Source: an optimization exercise on an open RTL-to-GDS flow (aim: small area). Production flows keep margins and buffers that such runs may drop.
Power is estimated from default activity; no workload was simulated.

== job 6005 ==
==> flow/design.v <==
module topModule (
    input clk,
    input rst,
    input btnL,
    input [1:0] sw,
    input [3:0] JC_cols,
    input btnR,
    output audio_gain,
    output audio_shutdown,
    output audio_out,
    output reg [3:0] JC_rows,
    output reg [3:0] an,
    output reg [6:0] seg
);
    assign audio_shutdown = 1'b1;
    assign audio_gain = 1'b1;
    reg [5:0] c50;
    reg       k1, q1;
    reg [6:0] c125;
    reg       k4;
    wire w50  = c50[5] & c50[4] & c50[0];       
    wire w125 = &c125[6:2];                     
    wire tick = w50 & k1 & ~q1;                 
    always @(posedge clk) begin
        if (rst) begin
            c50 <= 0; k1 <= 0; q1 <= 0; c125 <= 0; k4 <= 0;
        end else begin
            c50 <= w50 ? 6'd0 : c50 + 6'd1;
            if (w50) k1 <= ~k1;
            if (w50 & k1) q1 <= ~q1;
            c125 <= w125 ? 7'd0 : c125 + 7'd1;
            if (w125) k4 <= ~k4;
        end
    end
    reg [1:0]  status;       
    reg [3:0]  cp0, cp1, cp2, cp3;    
    reg [2:0]  ctr;          
    reg [2:0]  pctr;         
    reg [4:0]  db;           
    reg        validPin;
    reg [15:0] storedPin;
    reg [15:0] lastPin;
    reg        play, fail;
    reg [11:0] timer;
    reg [3:0]  bl;
    reg        clean;
    reg [4:0]  led;
    reg        adj_set;
    wire [15:0] userPin = {cp0, cp1, cp2, cp3};
    wire en = tick & (status != 2'd1);
    wire pressed = (JC_cols != 4'b1111);
    wire edge_ = db[4] & db[2] & db[0];         
    wire dbmax = db[4] & db[2] & db[1];         
    reg [3:0] ci;
    always @(*) begin
        case ({JC_rows, JC_cols})
            8'b11100111: ci = 4'd0;
            8'b11101110: ci = 4'd1;
            8'b11011110: ci = 4'd2;
            8'b10111110: ci = 4'd3;
            8'b11101101: ci = 4'd4;
            8'b11011101: ci = 4'd5;
            8'b10111101: ci = 4'd6;
            8'b11101011: ci = 4'd7;
            8'b11011011: ci = 4'd8;
            8'b10111011: ci = 4'd9;
            8'b01111011: ci = 4'd10;
            8'b10110111: ci = 4'd11;
            8'b01110111: ci = 4'd12;
            default:     ci = 4'd15;
        endcase
    end
    wire isdig = (ci < 4'd10);
    wire kev = en & edge_;
    always @(posedge clk) begin
        if (rst) begin
            JC_rows <= 4'b0000;
            db <= 0;
            ctr <= 0;
            pctr <= 3'd7;
            validPin <= 0;
            cp0 <= 0; cp1 <= 0; cp2 <= 0; cp3 <= 0;
        end else begin
            if (en) begin
                db <= !pressed ? 5'd0 : (dbmax ? db : db + 5'd1);
                if (!pressed)
                    JC_rows <= {JC_rows[2] | ~JC_rows[3], JC_rows[1] | ~JC_rows[3],
                                JC_rows[0] | ~JC_rows[3], JC_rows[3]};
                pctr <= ctr;
                validPin <= edge_ & (ci == 4'd11) & ctr[2];
            end
            if (kev) begin
                if (isdig) begin
                    if (!ctr[2]) ctr <= ctr + 3'd1;
                end else if (ci == 4'd10) ctr <= 0;
                else if (ci == 4'd11) begin
                    if (ctr[2]) ctr <= 0;
                end else if (ci == 4'd12) ctr <= ctr - 3'd1;
            end
            if (kev & isdig & ~ctr[2]) begin
                case (ctr[1:0])
                    2'd0: cp0 <= ci;
                    2'd1: cp1 <= ci;
                    2'd2: cp2 <= ci;
                    2'd3: cp3 <= ci;
                endcase
            end
        end
    end
    wire match = (userPin == storedPin);
    wire newfail = (userPin != lastPin);
    always @(posedge clk) begin
        if (rst) begin
            status <= 0;
            storedPin <= 16'h4321;
            lastPin <= 0;
            play <= 0;
            fail <= 0;
            timer <= 0;
            bl <= 0;
            clean <= 0;
        end else if (tick) begin
            if (play) begin
                if (timer[11] & timer[8] & timer[7] & timer[6] & timer[2]) begin  
                    play <= 0;
                    timer <= 0;
                end else
                    timer <= timer + 12'd1;
            end
            if (clean)
                status <= 0;
            else begin
                case (status)
                    2'd0: if (validPin) begin
                        if (match) begin
                            status <= 1; fail <= 0; play <= 1; timer <= 0;
                        end else if (newfail) begin
                            lastPin <= userPin; fail <= 1; play <= 1; timer <= 0;
                        end
                    end
                    2'd1: if (sw[0]) status <= 2;
                    2'd2: if (validPin) status <= 0;
                    default: ;
                endcase
            end
            if (status == 2'd2 && validPin) storedPin <= userPin;
            bl <= {bl[2:0], btnL};
            if (bl == 4'b1111) clean <= 1;
            else if (bl == 4'b0000) clean <= 0;
        end
    end
    assign audio_out = play & (fail ? k4 : k1);
    wire [1:0] slot = (an == 4'b0111) ? 2'd1 : (an == 4'b1011) ? 2'd2 :
                      (an == 4'b1101) ? 2'd3 : 2'd0;
    reg [3:0] dig;
    always @(*) begin
        case (slot)
            2'd0: dig = cp0;
            2'd1: dig = cp1;
            2'd2: dig = cp2;
            default: dig = cp3;
        endcase
    end
    wire has  = (pctr > {1'b0, slot});    
    wire has0 = (pctr != 3'd0);
    reg [4:0] nled;
    always @(*) begin
        if (status == 2'd1) begin
            case (slot)
                2'd0: nled = 5'b00000;
                2'd1: nled = 5'b01100;
                2'd2: nled = 5'b01101;
                default: nled = 5'b01110;
            endcase
        end else if (status == 2'd2 && adj_set) begin
            case (slot)
                2'd0: nled = 5'b10101;
                2'd1: nled = 5'b01101;
                2'd2: nled = 5'b10110;
                default: nled = 5'b10111;
            endcase
        end else if (has)
            nled = {1'b0, dig};
        else if (has0)
            nled = 5'b01111;
        else if (status == 2'd0) begin
            case (slot)
                2'd0: nled = 5'b01010;
                2'd1: nled = 5'b00000;
                2'd2: nled = 5'b10000;
                default: nled = 5'b01011;
            endcase
        end else begin
            case (slot)
                2'd0: nled = 5'b10100;
                2'd1: nled = 5'b01011;
                default: nled = 5'b10111;
            endcase
        end
    end
    always @(posedge clk) begin
        if (rst) begin
            an <= 4'b0000;
            led <= 0;
            adj_set <= 0;
        end else if (tick) begin
            if (status != 2'd2) adj_set <= 0;
            else if (validPin) adj_set <= 1;
            an <= {an[0], an[3] | ~an[0], an[2] | ~an[0], an[1] | ~an[0]};
            led <= nled;
        end
    end
    always @(*) begin
        case (led)
            5'b00000: seg = 7'b0000001;
            5'b00001: seg = 7'b1001111;
            5'b00010: seg = 7'b0010010;
            5'b00011: seg = 7'b0000110;
            5'b00100: seg = 7'b1001100;
            5'b00101: seg = 7'b0100100;
            5'b00110: seg = 7'b0100000;
            5'b00111: seg = 7'b0001111;
            5'b01000: seg = 7'b0000000;
            5'b01001: seg = 7'b0000100;
            5'b01010: seg = 7'b1110001;
            5'b10000: seg = 7'b0110001;
            5'b01011: seg = 7'b1000010;
            5'b01100: seg = 7'b0011000;
            5'b01101: seg = 7'b0110000;
            5'b01110: seg = 7'b1101010;
            5'b01111: seg = 7'b1111110;
            5'b10100: seg = 7'b0001000;
            5'b10101: seg = 7'b0100100;
            5'b10110: seg = 7'b1110000;
            5'b10111: seg = 7'b1111111;
            default:  seg = 7'b0000001;
        endcase
    end
endmodule
export LEC_CHECK = 0
export CAP_MARGIN = 20
export CORE_MARGIN = 2
export CORE_UTILIZATION = 40
export SLEW_MARGIN = 20
create_clock -name core_clock -period 10.0 [get_ports {clk}]
run.sh (not shown) runs the stock make flow with config.mk's settings and CLKGATE_MAP_FILE= SYNTH_SCRIPT=/design/flow/synth_recipe.tcl, a recipe that flattens the netlist after the stock synthesis.
No stage failed in job 6005, and the final checks on the layout all came back clean.
Changes in job 9530 relative to job 6005:
Settings: setting CTS_CLUSTER_DIAMETER to 100 for the first time; changing CORE_UTILIZATION from 40 to 55; setting CTS_CLUSTER_SIZE to 30 for the first time; setting CTS_BUF_LIST to sky130_fd_sc_hd__clkbuf_4 for the first time.
==> comparison <==
- The final layout from job 6005, which completed every stage, passed the timing, DRC and antenna checks at the end of the flow.
- Job 9530 reached the end of the flow, and the finished layout is clean on the timing, DRC and antenna checks.
- Going from job 6005 to job 9530, net switching power went down 0.000033 W; area of the core now sits lower.
- Job 6005 → job 9530: cell count after placement has decreased, die area has decreased.
- Diff job 6005 -> job 9530: met3 layer wire length in the routed design lost 36 um, register bit count reported by yosys stayed essentially flat, clock-buffer cell count saw a decrease.
Here is what was changed in the inputs of job 7816 compared with job 9530.
Settings: removing CTS_CLUSTER_DIAMETER (formerly 100); changing CTS_CLUSTER_SIZE from 30 to 40; changing CORE_UTILIZATION from 55 to 40.
Results
Job 7816 ended with more power than job 9530.
Comparing job 9530 against job 7816, there is no change at all in post-CTS setup buffer count.
Job 7816 ended with every stage complete and zero timing, DRC or antenna violations.
Compared with job 9530, well-tap cell count in job 7816 increased by more than half.
Lower post-layout instance area goes to job 9530 over job 7816.
Sort job 9530 and job 7816 by maximum clock frequency, descending, and job 9530 comes first.
The inputs of job 6497 differ from those of job 7816 as listed below.
Settings: CORE_UTILIZATION now 70, was 40; CTS_BUF_LIST now sky130_fd_sc_hd__clkbuf_2 sky130_fd_sc_hd__clkbuf_4, was sky130_fd_sc_hd__clkbuf_4; CTS_CLUSTER_DIAMETER now 60, previously not set; CTS_CLUSTER_SIZE no longer set, was 40.
### Flow results
Job 6497 finished end to end and its layout was clean on timing, DRC and antenna. Final instance count without filler cells ends up higher on job 7816. Largest voltage drop on the vdd net sits higher in job 6497 than in job 7816. Taking job 7816 as the reference, in job 6497 iteration count of the initial detailed-routing pass saw an increase, signed area change from the synthesized netlist to the final layout saw a decrease. Slack of the critical path on job 6497 is up relative to job 7816. Between job 7816 and job 6497, the combined buffer and inverter count along the critical path does not differ in any meaningful way. Delta (job 6497 minus job 7816): wire length shows a reduction of 420 um; post-layout total power -about 3.6%; part of the power in the clock network moved down; reported sequential group power roughly the same.
### job 6497 -> job 7670
Settings: CTS_CLUSTER_SIZE: unset -> 80; CORE_UTILIZATION: 70 -> 40; CTS_BUF_LIST: sky130_fd_sc_hd__clkbuf_2 sky130_fd_sc_hd__clkbuf_4 -> sky130_fd_sc_hd__clkbuf_4; CTS_CLUSTER_DIAMETER: 60 -> unset.
Notes after the runs:
- The worst hold slack in job 7670 sits 0.026 ns above the value recorded for job 6497.
- NOTE leakage power of the design job 6497->job 7670 increased slightly
- Termination of the worst setup path: cp3[2]$_SDFFE_PP0P_ -> job 7670, audio_out -> job 6497
- Number of diodes added for antenna fixing sits higher in job 7670 than in job 6497.
diff inputs: job 7670 => job 9580
Settings: CTS_CLUSTER_SIZE: 80 -> unset; CORE_UTILIZATION: 40 -> 70.
--- outcome ---
Job 9580 ran to completion and came out clean on the timing, DRC and antenna checks.
Summary — post-detailed-placement cell area, job 9580 relative to job 7670: lower, by 120 um2.
Worst setup path startpoint: play$_SDFFE_PP0P_ -> job 9580, JC_cols[1] -> job 7670
The final reports for job 9580 and job 7670 show utilization higher in the former.
When job 9580 is set beside job 7670, its global-route usage turns out to be 12 points larger.
No run of this note included a check of the RTL's function; only the layout flow was run.

separate check: timing with driven ports:
In the flow no input, the clock included, has a driving cell. The finished layouts below were timed again as built, in two steps.
Step 1 (the two cells are an assumption about what drives the block):
set clk [get_ports {clk}]
set_driving_cell -lib_cell sky130_fd_sc_hd__clkbuf_16 $clk
set_driving_cell -lib_cell sky130_fd_sc_hd__buf_2 [delete_from_list [all_inputs] $clk]
Step 2 also shifts input and output timing later by t, the mid clock arrival at the registers, as if the neighbouring blocks saw the same clock.
Slacks: ideal ports / drivers / drivers and shift; pairs: ideal ports / drivers.
| run | t, ns | setup slack, ns | worst data-port slew with drivers (ns) | cell pins on the clock port's net |
|---|---|---|---|---|
| job 6005 | 0.456 | 5.694 / 5.713 / 5.258 | 0.04 | 1 |
| job 9530 | 0.569 | 5.841 / 5.851 / 5.286 | 0.04 | 1 |
| job 7816 | 0.549 | 5.814 / 5.825 / 5.276 | 0.03 | 1 |
| job 6497 | 0.550 | 5.849 / 5.814 / 5.332 | 0.03 | 1 |
| job 7670 | 0.549 | 5.814 / 5.825 / 5.276 | 0.03 | 1 |
| job 9580 | 0.550 | 5.849 / 5.814 / 5.332 | 0.03 | 1 |
After both steps every run listed still meets setup and hold. For job 9530, which loses most, drivers alone change the setup slack by +0.010 ns; drivers and shift together by -0.555 ns.
